Background: an optimization exercise with open tools, aiming at small area and a short achievable clock period. Do not read the settings as production practice. Only simulation tests tie the RTL to the original design; equivalence was not proved. No driver is modelled on the clock port, so clock power and skew are understated where the tree is cut down; a real chip needs a root buffer or a tree. Power figures rest on the tool's default switching activity, not on a simulated workload.

Setup of lane 1:
==> flow/design.v (excerpt) <==
module fir_filter (
    data_in, data_out, clk, rst
);
    output [17:0] data_out;
    input  [7:0]  data_in;
    input         clk, rst;
    wire [7:0] d = data_in;
    reg  [7:0]  x1n;
    reg  [7:0]  x2;
    reg  [7:0]  x3n;
    reg  [7:0]  x4;
    reg  [7:0]  x5n;
    reg  [7:0]  x6;
    reg  [7:0]  x7;
    reg  [17:0] s;
    wire p1, p2;
    ha u_p1 (.a(x2[0]), .b(x4[0]), .s(p1), .co(p2));
    wire p3, p4;
    fa u_p3 (.a(x2[1]), .b(x4[1]), .c(x6[1]), .s(p3), .co(p4));
    wire p5, p6;
    fa u_p5 (.a(x2[2]), .b(x4[2]), .c(x6[2]), .s(p5), .co(p6));
    wire p7, p8;
    fa u_p7 (.a(x2[3]), .b(x4[3]), .c(x6[3]), .s(p7), .co(p8));
    wire p9, p10;
    fa u_p9 (.a(x2[4]), .b(x4[4]), .c(x6[4]), .s(p9), .co(p10));
    wire p11, p12;
    fa u_p11 (.a(x2[5]), .b(x4[5]), .c(x6[5]), .s(p11), .co(p12));
    wire p13, p14;
    fa u_p13 (.a(x2[6]), .b(x4[6]), .c(x6[6]), .s(p13), .co(p14));
    wire p15, p16;
    fa u_p15 (.a(x2[7]), .b(x4[7]), .c(x6[7]), .s(p15), .co(p16));
    wire p17, p18;
    ha u_p17 (.a(x6[0]), .b(x7[0]), .s(p17), .co(p18));
    wire p19, p20;
    fa u_p19 (.a(x7[1]), .b(p2), .c(p3), .s(p19), .co(p20));
    wire p21, p22;
    fa u_p21 (.a(x7[2]), .b(p5), .c(p4), .s(p21), .co(p22));
    wire p23, p24;
    fa u_p23 (.a(x7[3]), .b(p7), .c(p6), .s(p23), .co(p24));
    wire p25, p26;
    fa u_p25 (.a(x7[4]), .b(p9), .c(p8), .s(p25), .co(p26));
    wire p27, p28;
    fa u_p27 (.a(x7[5]), .b(p11), .c(p10), .s(p27), .co(p28));
  ...
export LEC_CHECK = 0
export CAP_MARGIN = 20
export CORE_MARGIN = 2
export CORE_UTILIZATION = 65
export SETUP_SLACK_MARGIN = 3.5
export SLEW_MARGIN = 20
export SYNTH_HIERARCHICAL = 1
create_clock -name core_clock -period 11.0 [get_ports {clk}]
standard.sh (not shown) runs the stock make flow with config.mk's settings and CLKGATE_MAP_FILE= SYNTH_SCRIPT=/design/flow/synth_recipe.tcl, a recipe that flattens the netlist after the stock synthesis.
==> flow/flow/run.sh <==
#!/bin/bash
# Layout flow: the standard ORFS flow (standard.sh, unchanged synthesis),
# with these layout changes:
#  - ports are buffered with the smallest buffer (repair_timing upsizes the
#    ones on critical paths) instead of the delay cell buffer_ports picks;
#  - the clock tree is a root buffer and two leaf buffers (flow/cts_tree.tcl,
#    sourced before the CTS step) instead of TritonCTS's 9-buffer H-tree.
# Each tool's output is in this folder's orfs/logs; the make output is in
# flow.log.
set -euo pipefail
here=$(cd "$(dirname "$0")" && pwd)
export BUFFER_PORTS_ARGS="-buffer_cell sky130_fd_sc_hd__buf_1"
export PRE_CTS_TCL="$here/cts_tree.tcl"
export CTS_NLEAF=4
export CTS_ROOT_CELL=sky130_fd_sc_hd__clkbuf_8
export CTS_LEAF_CELL=sky130_fd_sc_hd__clkbuf_8
bash standard.sh finish > flow.log 2>&1
==> flow/flow/cts_tree.tcl <==
# Sourced before clock tree synthesis (PRE_CTS_TCL). Replaces TritonCTS with a
# small two-level clock tree: the clock port drives one root buffer, which
# drives NLEAF leaf buffers; the flip-flops are split by position into NLEAF
# equal groups, each driven by the leaf buffer placed at the group's centroid.
# All flip-flops sit at the same depth (root + one leaf), so the tree adds no
# deliberate skew.
proc clock_tree_synthesis { args } {
  set nleaf $::env(CTS_NLEAF)
  set db [ord::get_db]
  set block [ord::get_db_block]
  set clk_net [$block findNet clk]
  set leafm [$db findMaster $::env(CTS_LEAF_CELL)]
  set rootm [$db findMaster $::env(CTS_ROOT_CELL)]
  set sinks {}
  foreach it [$clk_net getITerms] {
    set loc [[$it getInst] getLocation]
    lappend sinks [list $it [lindex $loc 0] [lindex $loc 1]]
  }
  set n [llength $sinks]
  # split by x into nleaf groups of (nearly) equal size
  set sinks [lsort -integer -index 1 $sinks]
  set groups {}
  for {set g 0} {$g < $nleaf} {incr g} {
    set lo [expr {($g * $n) / $nleaf}]
    set hi [expr {(($g + 1) * $n) / $nleaf - 1}]
    lappend groups [lrange $sinks $lo $hi]
  }
  set sx 0; set sy 0
  foreach s $sinks { incr sx [lindex $s 1]; incr sy [lindex $s 2] }
  set root [odb::dbInst_create $block $rootm clkroot]
  $root setLocation [expr {$sx / $n}] [expr {$sy / $n}]
  $root setPlacementStatus PLACED
  set rootnet [odb::dbNet_create $block clknet_root]
  $rootnet setSigType CLOCK
  [$root findITerm A] connect $clk_net
  [$root findITerm X] connect $rootnet
  set g 0
  foreach grp $groups {
    set gx 0; set gy 0
    foreach s $grp { incr gx [lindex $s 1]; incr gy [lindex $s 2] }
    set m [llength $grp]
    set leaf [odb::dbInst_create $block $leafm clkleaf_$g]
    $leaf setLocation [expr {$gx / $m}] [expr {$gy / $m}]
    $leaf setPlacementStatus PLACED
    set net [odb::dbNet_create $block clknet_leaf_$g]
    $net setSigType CLOCK
    [$leaf findITerm A] connect $rootnet
    [$leaf findITerm X] connect $net
    foreach s $grp {
      set it [lindex $s 0]
      $it disconnect
      $it connect $net
    }
    incr g
  }
  $clk_net setSigType CLOCK
  puts "clock tree: root [$rootm getName], $nleaf leaves [$leafm getName], $n sinks"
  set_propagated_clock [all_clocks]
}
What lane 2 does differently from lane 1 at the input level:
-- flow/flow/cts_tree.tcl --
<<< lane 1, line 2
# small two-level clock tree: the clock port drives one root buffer, which
# drives NLEAF leaf buffers; the flip-flops are split by position into NLEAF
# equal groups, each driven by the leaf buffer placed at the group's centroid.
# All flip-flops sit at the same depth (root + one leaf), so the tree adds no
>>> lane 2, line 2
# small two-level clock tree: the clock port drives one root buffer, which
# drives NLEAF leaf buffers; the flip-flops are split by position (recursive
# bisection) into NLEAF equal groups, each driven by the leaf buffer placed at the group's centroid.
# All flip-flops sit at the same depth (root + one leaf), so the tree adds no
<<< lane 1, line 19
  set n [llength $sinks]
  # split by x into nleaf groups of (nearly) equal size
  set sinks [lsort -integer -index 1 $sinks]
  set groups {}
  for {set g 0} {$g < $nleaf} {incr g} {
    set lo [expr {($g * $n) / $nleaf}]
    set hi [expr {(($g + 1) * $n) / $nleaf - 1}]
    lappend groups [lrange $sinks $lo $hi]
  }
>>> lane 2, line 19
  set n [llength $sinks]
  # recursive bisection (alternately by x and y) into nleaf groups of
  # (nearly) equal size; nleaf is a power of two
  set groups [list $sinks]
  set axis 1
  while {[llength $groups] < $nleaf} {
    set next {}
    foreach grp $groups {
      set grp [lsort -integer -index $axis $grp]
      set h [expr {[llength $grp] / 2}]
      lappend next [lrange $grp 0 [expr {$h - 1}]] [lrange $grp $h end]
    }
    set groups $next
    set axis [expr {3 - $axis}]
  }
[summary]
The source-to-sink clock delay at the later pin of the worst-skew pair of lane 2 and that of lane 1 are within noise of each other. Going from lane 1 to lane 2, met2 wire length fell by 82 um, clock network power share neither gained nor lost much, shortest period the worst path allows about even, total power has remained practically unchanged. Re total DRC errors in the routed layout: no difference whatsoever between lane 2 and lane 1. Lane 2 against lane 1: via count shrank by about 0.4%; global-route usage roughly the same.
Inputs modified between lane 2 and lane 3:
-- flow/flow/run.sh --
<<< lane 2, line 5
#    ones on critical paths) instead of the delay cell buffer_ports picks;
#  - the clock tree is a root buffer and two leaf buffers (flow/cts_tree.tcl,
#    sourced before the CTS step) instead of TritonCTS's 9-buffer H-tree.
>>> lane 3, line 5
#    ones on critical paths) instead of the delay cell buffer_ports picks;
#  - the clock tree is a root buffer and four leaf buffers (flow/cts_tree.tcl,
#    sourced before the CTS step) instead of TritonCTS's 9-buffer H-tree.
Notes after the runs:
Reported max-cap violation count: lane 2 vs lane 3 identical. Number of cells upsized or downsized after cts: lane 3 vs lane 2 — no meaningful difference. Compared with lane 2, in lane 3 post-synthesis compound-gate area fraction shows no meaningful change; critical path depth shows no meaningful change; aggregate global routing overflow shows no meaningful change; setup slack shows no meaningful change; sequential cell count shows no meaningful change. Diff lane 2 -> lane 3: count of placed standard cells in the final layout, fillers left out flat; sum of buffers and inverters on the critical path flat.
No run of this note takes its clock network from TritonCTS; it comes from the design's own scripts or RTL.

[port drivers added, routing unchanged]
Ports are ideal in the flow. The routed layouts listed here were re-timed in OpenROAD. Step 1: set_driving_cell puts a clkbuf_16 on clk and a buf_2 on each other input, an assumption about the parent block. Step 2 adds t to the input delays and takes it off the output delays; t is the mean of the earliest and latest rising clock arrival at the registers after step 1. Input paths then give back, and output paths get back, about the clock's delay inside the block. Slacks: ideal ports / drivers / drivers and shift; pairs: ideal ports / drivers.
run	t (ns)	setup WS [ns]	slew at the worst register clock pin (ns)
lane 1	0.352	3.663 / 3.632 / 3.389	0.11 / 0.11
lane 2	0.360	3.662 / 3.632 / 3.376	0.11 / 0.11
lane 3	0.360	3.662 / 3.632 / 3.376	0.11 / 0.11
After both steps setup and hold are still met in every run listed.
